Source: an optimization exercise on an open RTL-to-GDS flow (aim: small area, a short achievable clock period and few clock cycles per item). Production flows keep margins and buffers that such runs may drop. No run shown here included a check of the RTL's function; only the layout flow was run. No run shown here takes its clock network from TritonCTS; it comes from the design's own scripts or RTL. The clock port is modelled as an ideal driver, which makes a skipped or thinned clock tree look cheaper than it is; a real chip needs a root buffer or a tree. No activity file was given, so power comes from the tool's default toggle rates.

<file path="flow/flow/run.sh">
#!/bin/bash
# The standard layout, with plain buf_1 port buffers and a two-level
# inverter clock tree: after CTS, flow/mytree2.tcl replaces the tree with
# N1 first-level inverters fed from the clock port and N2 second-level
# inverters, each driving one cluster of flip-flops. Timing repair then
# runs after global routing as usual.
set -euo pipefail
HERE=$(pwd)
bash standard.sh finish \
  "BUFFER_PORTS_ARGS=-buffer_cell sky130_fd_sc_hd__buf_1" \
  "SKIP_CTS_REPAIR_TIMING=1" \
  "POST_CTS_TCL=$HERE/flow/mytree2.tcl" \
  "MYTREE_N1=4" "MYTREE_N2=8"  > standard_flow.log 2>&1
</file>
<file path="flow/flow/mytree2.tcl">
# Replace the clock tree built by CTS with a two-level inverter tree:
# the clock port feeds N1 first-level inverters, each of which feeds
# N2/N1 second-level inverters; each second-level inverter drives one
# cluster of flip-flops. Every flip-flop sees the clock through exactly
# two inverters, so the tree is balanced and keeps the clock's polarity.
set n1 [expr {[info exists ::env(MYTREE_N1)] ? $::env(MYTREE_N1) : 4}]
set n2 [expr {[info exists ::env(MYTREE_N2)] ? $::env(MYTREE_N2) : 8}]
set cell1 [expr {[info exists ::env(MYTREE_CELL1)] ? $::env(MYTREE_CELL1) : "sky130_fd_sc_hd__inv_12"}]
set cell2 [expr {[info exists ::env(MYTREE_CELL2)] ? $::env(MYTREE_CELL2) : "sky130_fd_sc_hd__inv_8"}]
set db [ord::get_db]
set block [ord::get_db_block]
set clk [$block findNet clk]

# sinks: every flip-flop clock pin, found through the existing tree
set sinks {}
set todo [list $clk]
set bufs {}
set dead {}
while {[llength $todo]} {
  set net [lindex $todo 0]; set todo [lrange $todo 1 end]
  foreach it [$net getITerms] {
    if {![$it isInputSignal] && [$it getIoType] ne "INPUT"} { continue }
    set inst [$it getInst]
    set mname [[$inst getMaster] getName]
    if {[string match "sky130_fd_sc_hd__df*" $mname]} {
      lappend sinks $it
    } else {
      # clock buffers and the dummy loads CTS hangs on the tree
      lappend bufs $inst
      foreach o [$inst getITerms] { if {[$o isOutputSignal]} { set n [$o getNet]; if {$n ne "NULL"} { lappend todo $n } } }
    }
  }
}
puts "mytree2: [llength $sinks] sinks, removing [llength $bufs] cells of the old tree"
foreach inst $bufs {
  foreach o [$inst getITerms] {
    if {[$o isOutputSignal]} { set n [$o getNet]; if {$n ne "NULL" && $n ne $clk} { lappend dead $n } }
  }
}
foreach it $sinks { $it disconnect }
foreach inst $bufs { odb::dbInst_destroy $inst }
foreach n [lsort -unique $dead] { odb::dbNet_destroy $n }

# balanced k-means: k clusters of at most ceil(n/k) points each
proc bkmeans {pts k} {
  set n [llength $pts]
  set cap [expr {($n + $k - 1) / $k}]
  set sorted [lsort -integer -index 0 $pts]
  set cents {}
  for {set c 0} {$c < $k} {incr c} {
    lappend cents [lindex $sorted [expr {int(($c + 0.5) * $n / $k)}]]
  }
  set assign {}
  for {set iter 0} {$iter < 40} {incr iter} {
    set pairs {}
    set i 0
    foreach p $pts {
      for {set c 0} {$c < $k} {incr c} {
        set q [lindex $cents $c]
        lappend pairs [list [expr {abs([lindex $p 0]-[lindex $q 0]) + abs([lindex $p 1]-[lindex $q 1])}] $i $c]
      }
      incr i
    }
    set assign [lrepeat $n -1]
    set fill [lrepeat $k 0]
    foreach pr [lsort -integer -index 0 $pairs] {
      lassign $pr d i c
      if {[lindex $assign $i] >= 0 || [lindex $fill $c] >= $cap} { continue }
      lset assign $i $c
      lset fill $c [expr {[lindex $fill $c] + 1}]
    }
    set newc {}
    for {set c 0} {$c < $k} {incr c} {
      set sx 0; set sy 0; set m 0
      foreach p $pts a $assign { if {$a == $c} { incr sx [lindex $p 0]; incr sy [lindex $p 1]; incr m } }
      if {$m} { lappend newc [list [expr {$sx/$m}] [expr {$sy/$m}]] } else { lappend newc [lindex $cents $c] }
    }
    set cents $newc
  }
  return [list $assign $cents]
}

proc add_inv {block master name x y innet} {
  set inst [odb::dbInst_create $block $master $name]
  set net [odb::dbNet_create $block "${name}_net"]
  $net setSigType CLOCK
  $inst setLocation $x $y
  $inst setPlacementStatus PLACED
  [$inst findITerm A] connect $innet
  [$inst findITerm Y] connect $net
  return $net
}

set pts {}
foreach it $sinks {
  set bb [[$it getInst] getBBox]
  lappend pts [list [expr {([$bb xMin]+[$bb xMax])/2}] [expr {([$bb yMin]+[$bb yMax])/2}]]
}
lassign [bkmeans $pts $n2] a2 c2
lassign [bkmeans $c2 $n1] a1 c1

set m1 [$db findMaster $cell1]
set m2 [$db findMaster $cell2]
set l1nets {}
for {set k 0} {$k < $n1} {incr k} {
  set c [lindex $c1 $k]
  lappend l1nets [add_inv $block $m1 "clkinv_l1_$k" [lindex $c 0] [lindex $c 1] $clk]
}
for {set k 0} {$k < $n2} {incr k} {
  set c [lindex $c2 $k]
  set net [add_inv $block $m2 "clkinv_l2_$k" [lindex $c 0] [lindex $c 1] [lindex $l1nets [lindex $a1 $k]]]
  set m 0
  foreach it $sinks a $a2 { if {$a == $k} { $it connect $net; incr m } }
  puts "mytree2: l2 $k under l1 [lindex $a1 $k] at $c drives $m sinks"
}
detailed_placement
</file>
<file path="flow/standard.sh">
#!/bin/bash
# synth_recipe.tcl (not shown) runs the flow's synth.tcl, then flattens the netlist and writes it again
# the make line also repeats each setting of config.mk as NAME=value (left out here)
make -C /OpenROAD-flow-scripts/flow DESIGN_CONFIG=/design/flow/config.mk WORK_HOME=/design/flow/orfs CLKGATE_MAP_FILE= SYNTH_SCRIPT=/design/flow/synth_recipe.tcl "${@:-finish}"
</file>
<file path="flow/config.mk">
export PLATFORM = sky130hd
export DESIGN_NAME = LBP
export DESIGN_NICKNAME = LBP
export VERILOG_FILES = /design/flow/design.v
export SDC_FILE = /design/flow/constraint.sdc
export NUM_CORES = 4
export LEC_CHECK = 0
export ABC_AREA = 1
export CAP_MARGIN = 20
export CORE_MARGIN = 2
export CORE_UTILIZATION = 60
export SETUP_SLACK_MARGIN = 2.55
export SLEW_MARGIN = 20
</file>
<file path="flow/constraint.sdc">
create_clock -name core_clock -period 4.0 [get_ports {clk}]
set_input_delay 0.8000 -clock core_clock [delete_from_list [all_inputs] [get_ports {clk}]]
set_output_delay 0.8000 -clock core_clock [all_outputs]
set_load 0.01 [all_outputs]
</file>
<file path="flow/design.v">
`timescale 1ns/10ps
module LBP (
	input  clk,
	input  reset,
	output reg [13:0] gray_addr,
	output reg        gray_req,
	input             gray_ready,
	input      [7:0]  gray_data,
	output reg        lbp_valid,
	output reg [13:0] lbp_addr,
	output reg [7:0]  lbp_data,
	output reg        finish
);
	localparam H = 8;            
	wire [6:0] row = gray_addr[13:7];
	wire [6:0] col = gray_addr[6:0];
	reg  [2:0] s;                
	reg        endc;             
	reg        ends;             
	reg        last;             
	wire [6:0] row_nxt = endc ? (ends ? row - 7'd1 : row - 7'd7) : row + 7'd1;
	reg run;
	always @(posedge clk, posedge reset) begin
		if (reset) begin
			gray_req  <= 1'b0;
			run       <= 1'b0;
			lbp_valid <= 1'b0;
			finish    <= 1'b0;
		end else begin
			gray_req  <= gray_ready & ~finish & ~(gray_req & last);
			run       <= gray_ready & ~finish & ~(run & last);
			lbp_valid <= run & (s >= 3'd2) & (col >= 7'd2);
			if (run & last) finish <= 1'b1;
		end
	end
	always @(posedge clk) begin
		if (run) begin
			{gray_addr[6:0], s} <= {col, s} + 10'd1;
			gray_addr[13:7] <= row_nxt;
		end else begin
			{gray_addr, s} <= 17'd0;
		end
	end
	always @(posedge clk) begin
		endc <= (s == 3'd6);
		ends <= (s == 3'd6) & (col == 7'd127);
		last <= (s == 3'd6) & (col == 7'd127) & (row == 7'd126);
	end
	reg [7:0] d [0:H];
	integer i;
	always @(posedge clk) begin
		d[0] <= gray_data;
		for (i = 1; i <= H; i = i + 1) d[i] <= d[i-1];
	end
	function [1:0] cmp3;
		input [7:0] a, b;
		reg [7:0] g1, p1;
		reg [3:0] g2, p2;
		reg [1:0] g4, p4;
		reg       g8, p8;
		integer k;
		begin
			g1 = a & ~b; p1 = a | ~b;
			for (k = 0; k < 4; k = k + 1) begin
				g2[k] = g1[2*k+1] | (p1[2*k+1] & g1[2*k]);
				p2[k] = p1[2*k+1] & p1[2*k];
			end
			for (k = 0; k < 2; k = k + 1) begin
				g4[k] = g2[2*k+1] | (p2[2*k+1] & g2[2*k]);
				p4[k] = p2[2*k+1] & p2[2*k];
			end
			g8 = g4[1] | (p4[1] & g4[0]);
			p8 = p4[1] & p4[0];
			cmp3 = {g8 | p8, ~g8};
		end
	endfunction
	function [1:0] cmp3f;
		input [7:0] a, b;
		reg [7:0] g1, p1;
		reg [1:0] g4, p4;
		reg       g8, p8;
		integer k;
		begin
			g1 = a & ~b; p1 = a | ~b;
			for (k = 0; k < 2; k = k + 1) begin
				g4[k] = g1[4*k+3] | (p1[4*k+3] & g1[4*k+2]) | (p1[4*k+3] & p1[4*k+2] & g1[4*k+1])
				      | (p1[4*k+3] & p1[4*k+2] & p1[4*k+1] & g1[4*k]);
				p4[k] = &p1[4*k+3 -: 4];
			end
			g8 = g4[1] | (p4[1] & g4[0]);
			p8 = p4[1] & p4[0];
			cmp3f = {g8 | p8, ~g8};
		end
	endfunction
	wire [7:0] c = d[H];
	wire ge_dg, le_dg, ge_hz, le_hz, ge_ad, le_ad, ge_vt, le_vt;
	assign {ge_dg, le_dg} = cmp3f(gray_data, c);
	assign {ge_hz, le_hz} = cmp3(d[0], c);
	assign {ge_ad, le_ad} = cmp3(d[1], c);
	assign {ge_vt, le_vt} = cmp3(d[H-1], c);
	reg [H:0]   q_dg;    
	reg [H-1:0] q_hz;
	reg [H-2:0] q_ad;
	reg         q_vt;
	always @(posedge clk) begin
		q_dg <= {q_dg[H-1:0], le_dg};
		q_hz <= {q_hz[H-2:0], le_hz};
		q_ad <= {q_ad[H-3:0], le_ad};
		q_vt <= le_vt;
	end
	always @(posedge clk) begin
		lbp_addr <= {row - 7'd1, col - 7'd1};
		lbp_data <= {ge_dg, ge_vt, q_ad[H-2], ge_hz, q_hz[H-1], ge_ad, q_vt, q_dg[H]};
	end
endmodule
</file>
==> qor.log, run 1 <==
INFO  die            design.die.area=0.00794sqmm
INFO  timing         tightest_slew=0.457ns
INFO  pwr            power.share.combinational=6.8%
INFO  global_route   grt_antenna_before_repair=0
INFO  timing         rsz_0062_raised_after_global_routing=true
INFO  setup_path     critPathTopFamily=flip-flops
INFO  yosys          yosysUniqueCellTypes=32
INFO  yosys          yosysWarnings=2
INFO  pwr            switching_share_of_power=25.8%
INFO  detailed_routing drt_iter0_markers=92
INFO  setup_path     criticalPathCategory=register to output pin
INFO  job            timing.max_cap.violations=0
INFO  placement      place.gp.congestion=0.851
INFO  pwr            net-switching-power=604uW
INFO  timing         final_period_demand_of_the_worst_path=1.50ns
INFO  clocking       clock_latency=0.11ns
INFO  yosys          syn_area=0.00435sqmm
INFO  timing         totalNegativeSetupSlack=0ns
INFO  global_route   first_global_vias=2610
INFO  yosys          ys_async_sr_fraction=2.80%
INFO  detailed_routing ant_nets=0
INFO  setup_path     worst_setup_path_start_kind=register
INFO  timing         fin_crit_sh=37.6%
INFO  final_layout   syn_to_final_growth=15.1%
INFO  timing         final_hold_violation_count=0
INFO  die            core_area=0.00714sqmm
INFO  final_layout   fill_cells=559
INFO  setup_path     critical_path.n_buffers_inverters=1
INFO  yosys          synth.top_cells.by_count=dfxtp_1 (139), nand2_1 (71), inv_1 (56)
INFO  yosys          seq_area_frac_synth=66.3%
INFO  die            effective_utilization_at_floorplan=60.9%
INFO  timing         fmax=0.666GHz
INFO  yosys          post_synthesis_instance_total=442
INFO  setup_path     arrival=0.70ns
INFO  yosys          syn_avg_cell_area=9.83squm
INFO  status         status=finished clean
INFO  setup_path     max_incr_delay_on_cp=0.42ns
INFO  setup_path     cell_by_cell_listing_of_the_critical_path=buf_1
INFO  die            row_count=31
INFO  global_route   largest_net_degree_at_the_start_of_global_routing=19
INFO  final_layout   antennaDiodeCount=0
INFO  global_route   globalRouteOverflowTotal=0
INFO  placement      detailed_place_hpwl=4.71mm
INFO  yosys          mappedNetlistNets=461
INFO  placement      place.port_buffers=49
INFO  detailed_routing drtPass1Iterations=4
INFO  pwr            p_clk_share=26.1%
INFO  detailed_routing routed_wire_length=7.28mm
INFO  die            io_pins=50
INFO  detailed_routing detail_route.drc_violations=0
INFO  global_route   grt_first_pass_wirelength=11.3mm
INFO  detailed_routing routed-via-count=2955
INFO  final_layout   multi_input_comb_area=0.00126sqmm
INFO  detailed_routing wl_per_cell=12.0um
INFO  pwr            leakagePower=0.00225uW
INFO  global_route   grt_util_all_layers=18.0%
INFO  timing         drv_slew=0
INFO  setup_path     critPathRequiredTime=3.20ns
INFO  final_layout   share_of_post_route_cells_with_drive_strength_above_1=15.3%
INFO  clocking       clkTransAtPathRegs=0.09ns
INFO  die            die_w=89.1um
INFO  timing         report.final.setup_viol=0
INFO  setup_path     timing.critical_path.to_type=output pin
INFO  clocking       clock_sink_count=143
INFO  yosys          synth_largest_area_cell=dfxtp_1
INFO  yosys          synth_seq_cells=143
INFO  pwr            max-vdd-ir-drop=0.275mV
INFO  hold_path      holdCritPathClass=register to register
INFO  final_layout   final-seq-area=0.00293sqmm
INFO  yosys          synthFlopType=dfxtp_1
INFO  yosys          yosysMostFrequentCell=dfxtp_1
INFO  yosys          synth_largest_type_area_fraction=64.0%
INFO  pwr            p_int=1730uW
INFO  yosys          synth-edff-count=0
INFO  die            die_y=89.1um
INFO  pwr            seqPwrFrac=67.0%
INFO  detailed_routing routed_via_density=4.86
INFO  setup_path     timing.critical_path.slowest_stage_cell=dfxtp_4
INFO  setup_path     largest_fanout_on_the_critical_path=8
INFO  pwr            power_density=467mW/mm^2
INFO  timing         worst_hold_slack=0.315ns
INFO  timing         final.setup.worst_slack=2.50ns
INFO  placement      post-place-ws=2.33ns
INFO  timing         worst_slew_margin_rel=69.6%
INFO  timing         finClkSkew=0.0135ns
INFO  final_layout   design.final.nets=530
INFO  yosys          synth_area_leaders=dfxtp_1 (64%), nand2_1 (6.1%), inv_1 (4.8%)
==> flip-flops by register name, indices dropped and copies added (netlist names) <==
| register | cells |
|---|---|
| ends | 1 |
| q_dg | 9 |
| q_vt | 1 |
| gray_addr | 14 |
| lbp_addr | 14 |
| s | 3 |
| lbp_data | 8 |
| q_ad | 7 |
| q_hz | 8 |
| last | 1 |
| endc | 1 |
| d | 72 |
| run | 1 |
| lbp_valid | 1 |
| finish | 1 |
| gray_req | 1 |
==> cell usage in the layout, fill, tap and decap left out, drive strengths merged <==
master  Yosys  final
nor2       43     43
nand2      71     71
o211ai      3      3
xnor2       3      3
ha          8      8
o22ai       3      3
dfxtp     139    139
a31oi       4      4
a21oi      14     14
dfrtp       4      4
a211oi      1      1
a311oi      1      1
clkbuf      4     14
nand4       4      4
nor3        5      5
xor2        9      9
and2        3      3
o21ai      28     28
or2         4      4
o21a        1      1
nand3      30     30
inv        56     68
buf         3     48
o21bai      1      1
==> area by class of cell <==
| type | instances | share of cell area, % |
|---|---|---|
| inverter | 68 | 7.35 |
| sequential | 143 | 58.6 |
| tap | 99 | 2.48 |
| multi-input combinational | 236 | 25.1 |
| timing repair buffer | 62 | 6.43 |
==> metrics by stage <==
stage	std cells	power, uW	utilization [%]	cell area, sq um
6_report	608	2340	70.1	5000
5_1_grt	608	2450	70.1	5000
3_5_place_dp	583	1740	64.5	4610
3_3_place_gp	583	1740	64.5	4610
2_1_floorplan	442	1690	-	4350
==> power by group through the flow <==
stage / combinational, uW / clock, uW / sequential (uW)
3_3_place_gp: 138 / 0 / 1600
3_5_place_dp: 141 / 0 / 1600
5_1_grt: 184 / 685 / 1580
6_report: 160 / 611 / 1570
2_1_floorplan: 92.6 / 0 / 1600
==> routing by layer <==
layer	share of wire (%)	vias up	track usage [%]
met3	3.2	10	3.51
met5	0	-	0
met1	47	1357	25.1
met2	49	56	28.6
met4	1.1	0	5.56
li1	-	1532	-
==> logic make-up after synthesis <==
family	synth area share (%)
AO/OA/AOI/OAI	7.08
XOR/XNOR	2.42
adder cells (fa/ha/maj)	2.30
buffers and inverters	5.96
flip-flops	66.3
AND/OR/NAND/NOR	15.9
==> worst paths after layout <==
check	cells after the start	slack (ns)	from	endpoint
max	1	2.50	gray_addr[11]	gray_addr[11]
min	0	0.32	q_hz[7]	lbp_data[3]
max reg2reg	5	2.69	d[8][2]	q_vt
min reg2reg	0	0.32	q_hz[7]	lbp_data[3]
max in group asynchronous	2	3.34	reset	lbp_valid
min in group asynchronous	2	0.52	reset	finish
==> inputs of run 2 (changes only) <==
--- a/flow/config.mk
+++ b/flow/config.mk
@@ -11,3 +11,3 @@
 export CORE_UTILIZATION = 60
-export SETUP_SLACK_MARGIN = 2.55
+export SETUP_SLACK_MARGIN = 2.5
 export SLEW_MARGIN = 20
==> qor.log, run 2 <==
INFO  global_route   globalRouteOverflowTotal=0 [unchanged]
INFO  global_route   grt_first_pass_wirelength=11.8mm [was 11.3 mm]
INFO  timing         final_period_demand_of_the_worst_path=1.52ns [was 1.50 ns]
INFO  timing         fmax=0.660GHz [was 0.666 GHz]
INFO  timing         worst_slew_margin_rel=70.5% [was 69.6%]
INFO  placement      post-place-ws=2.30ns [was 2.33 ns]
INFO  timing         report.final.setup_viol=0 [unchanged]
INFO  timing         final.setup.worst_slack=2.48ns [was 2.50 ns]
INFO  global_route   largest_net_degree_at_the_start_of_global_routing=19 [unchanged]
INFO  yosys          mappedNetlistNets=461 [unchanged]
INFO  global_route   grt_util_all_layers=19.1% [was 18.0%]
INFO  placement      place.port_buffers=49 [unchanged]
INFO  setup_path     max_incr_delay_on_cp=0.43ns [was 0.42 ns]
INFO  final_layout   layout_common_cells=dfxtp_1 (125), nand2_1 (68), inv_1 (53) [was dfxtp_1 (125), nand2_1 (69), inv_1 (53)]
INFO  pwr            power_density=477mW/mm^2 [was 467 mW/mm^2]
INFO  detailed_routing total_length_of_routed_met3_wires=325um [was 235 um]
INFO  yosys          synth_largest_type_area_fraction=64.0% [unchanged]
INFO  final_layout   registers.top_by_ff_count=d [unchanged]
INFO  final_layout   design.final.nets=519 [was 530]
INFO  placement      detailed_place_hpwl=4.88mm [was 4.71 mm]
INFO  timing         fin_crit_sh=37.9% [was 37.6%]
INFO  yosys          synth_largest_area_cell=dfxtp_1 [unchanged]
INFO  clocking       clkTransAtPathRegs=0.09ns [about the same]
INFO  pwr            leakagePower=0.00217uW [was 0.00225 uW]
INFO  global_route   first_global_vias=2718 [was 2610]
INFO  global_route   grt_antenna_before_repair=0 [unchanged]
INFO  setup_path     critPathRequiredTime=3.20ns [about the same]
INFO  pwr            net-switching-power=608uW [was 604 uW]
INFO  die            die_y=89.1um [unchanged]
INFO  yosys          syn_avg_cell_area=9.83squm [unchanged]
INFO  setup_path     cell_by_cell_listing_of_the_critical_path=buf_1 [unchanged]
INFO  timing         finClkSkew=0.0179ns [was 0.0135 ns]
INFO  pwr            switching_share_of_power=26.0% [was 25.8%]
INFO  detailed_routing drtPass1Iterations=4 [unchanged]
INFO  final_layout   antennaDiodeCount=0 [unchanged]
INFO  die            row_count=31 [unchanged]
INFO  yosys          post_synthesis_instance_total=442 [unchanged]
INFO  job            timing.max_cap.violations=0 [unchanged]
INFO  detailed_routing met2WireLength=3.91mm [was 3.57 mm]
INFO  final_layout   reg_top3=d (72), gray_addr (14), lbp_addr (14) [unchanged]
INFO  detailed_routing drt-met1-wl=3.12mm [was 3.39 mm]
INFO  detailed_routing routed-via-count=2950 [was 2955]
INFO  yosys          synth.top_cells.by_count=dfxtp_1 (139), nand2_1 (71), inv_1 (56) [unchanged]
INFO  setup_path     critical_path.n_buffers_inverters=1 [unchanged]
INFO  final_layout   final-seq-area=0.00292sqmm [was 0.00293 sq mm]
INFO  yosys          syn_area=0.00435sqmm [unchanged]
INFO  yosys          synth-edff-count=0 [unchanged]
INFO  setup_path     worst_setup_path_start_kind=register [unchanged]
INFO  yosys          seq_area_frac_synth=66.3% [unchanged]
INFO  die            die_w=89.1um [unchanged]
INFO  setup_path     criticalPathCategory=register to output pin [unchanged]
INFO  detailed_routing ant_nets=0 [unchanged]
INFO  pwr            seqPwrFrac=67.2% [was 67.0%]
INFO  detailed_routing detail_route.drc_violations=0 [unchanged]
INFO  final_layout   most_common_cell_after_layout_fill_and_taps_aside=dfxtp_1 [unchanged]
INFO  status         status=finished clean [unchanged]
INFO  yosys          ys_async_sr_fraction=2.80% [unchanged]
INFO  yosys          yosysUniqueCellTypes=32 [unchanged]
INFO  timing         worst_hold_slack=0.312ns [was 0.315 ns]
INFO  timing         drv_slew=0 [unchanged]
INFO  die            design.die.area=0.00794sqmm [unchanged]
INFO  yosys          yosysWarnings=2 [unchanged]
INFO  pwr            max-vdd-ir-drop=0.345mV [was 0.275 mV]
INFO  yosys          synthFlopType=dfxtp_1 [unchanged]
INFO  yosys          synth_seq_cells=143 [unchanged]
INFO  setup_path     timing.critical_path.slowest_stage_cell=dfxtp_4 [unchanged]
INFO  detailed_routing routed_wire_length=7.46mm [was 7.28 mm]
INFO  detailed_routing wl_per_cell=12.5um [was 12.0 um]
INFO  setup_path     arrival=0.72ns [was 0.70 ns]
INFO  timing         totalNegativeSetupSlack=0ns [unchanged]
INFO  detailed_routing drt_iter0_markers=48 [was 92]
INFO  pwr            power.share.combinational=6.8% [about the same]
INFO  clocking       clock_latency=0.12ns [was 0.11 ns]
INFO  die            core_area=0.00714sqmm [unchanged]
INFO  final_layout   share_of_post_route_cells_with_drive_strength_above_1=12.7% [was 15.3%]
INFO  final_layout   fill_cells=591 [was 559]
INFO  final_layout   syn_to_final_growth=12.9% [was 15.1%]
INFO  hold_path      holdCritPathClass=register to register [unchanged]
INFO  die            effective_utilization_at_floorplan=60.9% [unchanged]
INFO  detailed_routing routed.top_layer=met4 [unchanged]
INFO  timing         final_hold_violation_count=0 [unchanged]
INFO  pwr            p_int=1730uW [about the same]
INFO  detailed_routing routed_via_density=4.94 [was 4.86]
INFO  timing         rsz_0062_raised_after_global_routing=true [unchanged]
INFO  placement      place.gp.congestion=0.885 [was 0.851]
INFO  final_layout   largest_register_ff_count=72 [unchanged]
INFO  setup_path     largest_fanout_on_the_critical_path=8 [unchanged]
INFO  setup_path     critPathTopFamily=flip-flops [unchanged]
INFO  final_layout   multi_input_comb_area=0.00127sqmm [was 0.00126 sq mm]
INFO  timing         tightest_slew=0.442ns [was 0.457 ns]
INFO  die            io_pins=50 [unchanged]
INFO  pwr            p_clk_share=26.0% [was 26.1%]
INFO  yosys          synth_area_leaders=dfxtp_1 (64%), nand2_1 (6.1%), inv_1 (4.8%) [unchanged]
INFO  setup_path     timing.critical_path.to_type=output pin [unchanged]
INFO  yosys          yosysMostFrequentCell=dfxtp_1 [unchanged]
INFO  clocking       clock_sink_count=143 [unchanged]
==> run 2: cell families after synthesis <==
family / synth area share (%)
flops: 66.3
buf+inv: 5.96
simple gates: 15.9
fa+ha+maj: 2.30
compound gates: 7.08
xor+xnor: 2.42
==> run 2: worst paths after layout <==
kind	end	cells after the start	slack (ns)	start
worst max register to register	gray_addr[13]	9	2.65	gray_addr[7]
worst min-delay path	d[7][1]	0	0.31	d[6][1]
worst max-delay path	gray_addr[11]	1	2.48	gray_addr[11]
max in group asynchronous	lbp_valid	2	3.33	reset
min in group asynchronous	gray_req	2	0.52	reset
worst min register to register	d[7][1]	0	0.31	d[6][1]
==> run 2: power by group through the flow <==
stage | Sequential (uW) | Clock, uW | Combinational, uW
floorplan | 1600 | 0 | 92.5
global placement | 1600 | 0 | 137
detailed placement | 1600 | 0 | 142
global route | 1580 | 681 | 183
finish | 1570 | 609 | 158
==> run 2: area by class of cell <==
cell class	instances	share of cell area [%]
inverters	68	7.55
well taps	99	2.52
multi-input cells	236	25.9
repair buffers	51	4.59
flip-flops and latches	143	59.4
==> run 2: metal layers <==
layer | GRT usage [%] | up-vias
met5 | 0 | -
met4 | 5.97 | 0
met3 | 4.62 | 9
met2 | 34.5 | 70
met1 | 22.1 | 1351
li1 | - | 1520
==> run 2: stage by stage <==
stage               util, %  cell area, sq um  total power, uW  cells
floorplan                 -              4350             1690    442
global placement       64.5              4610             1740    583
detailed placement     64.5              4610             1750    583
global route           68.8              4910             2450    597
finish                 68.8              4910             2340    597

## afterwards: timing with drivers on the ports
How much do the figures lean on ideal ports? The routed layouts below were timed once more, with nothing changed but the port constraints.
Step 1 sets driving cells, clkbuf_16 on the clock port and buf_2 on the other inputs (assumed; they add their load-dependent delay and slew).
Step 2 times the ports against the registers' clock, not the clock port: input delays grow and output delays shrink by t, the midpoint of the rising clock arrivals with the driver on.
Slacks: ideal / step 1 / step 2; pairs: ideal / step 1.
run	shift t [ns]	setup WS [ns]	hold slack, ns	worst data-port slew with drivers (ns)	cell pins on the clock port's net
run 1	0.249	2.498 / 2.355 / 2.384	0.315 / 0.314 / 0.314	0.04	4
run 2	0.253	2.485 / 2.344 / 2.420	0.312 / 0.311 / 0.311	0.05	4
After both steps every run listed still meets setup and hold. For run 1, which loses most, drivers alone change the setup slack by -0.143 ns; drivers and shift together by -0.114 ns.
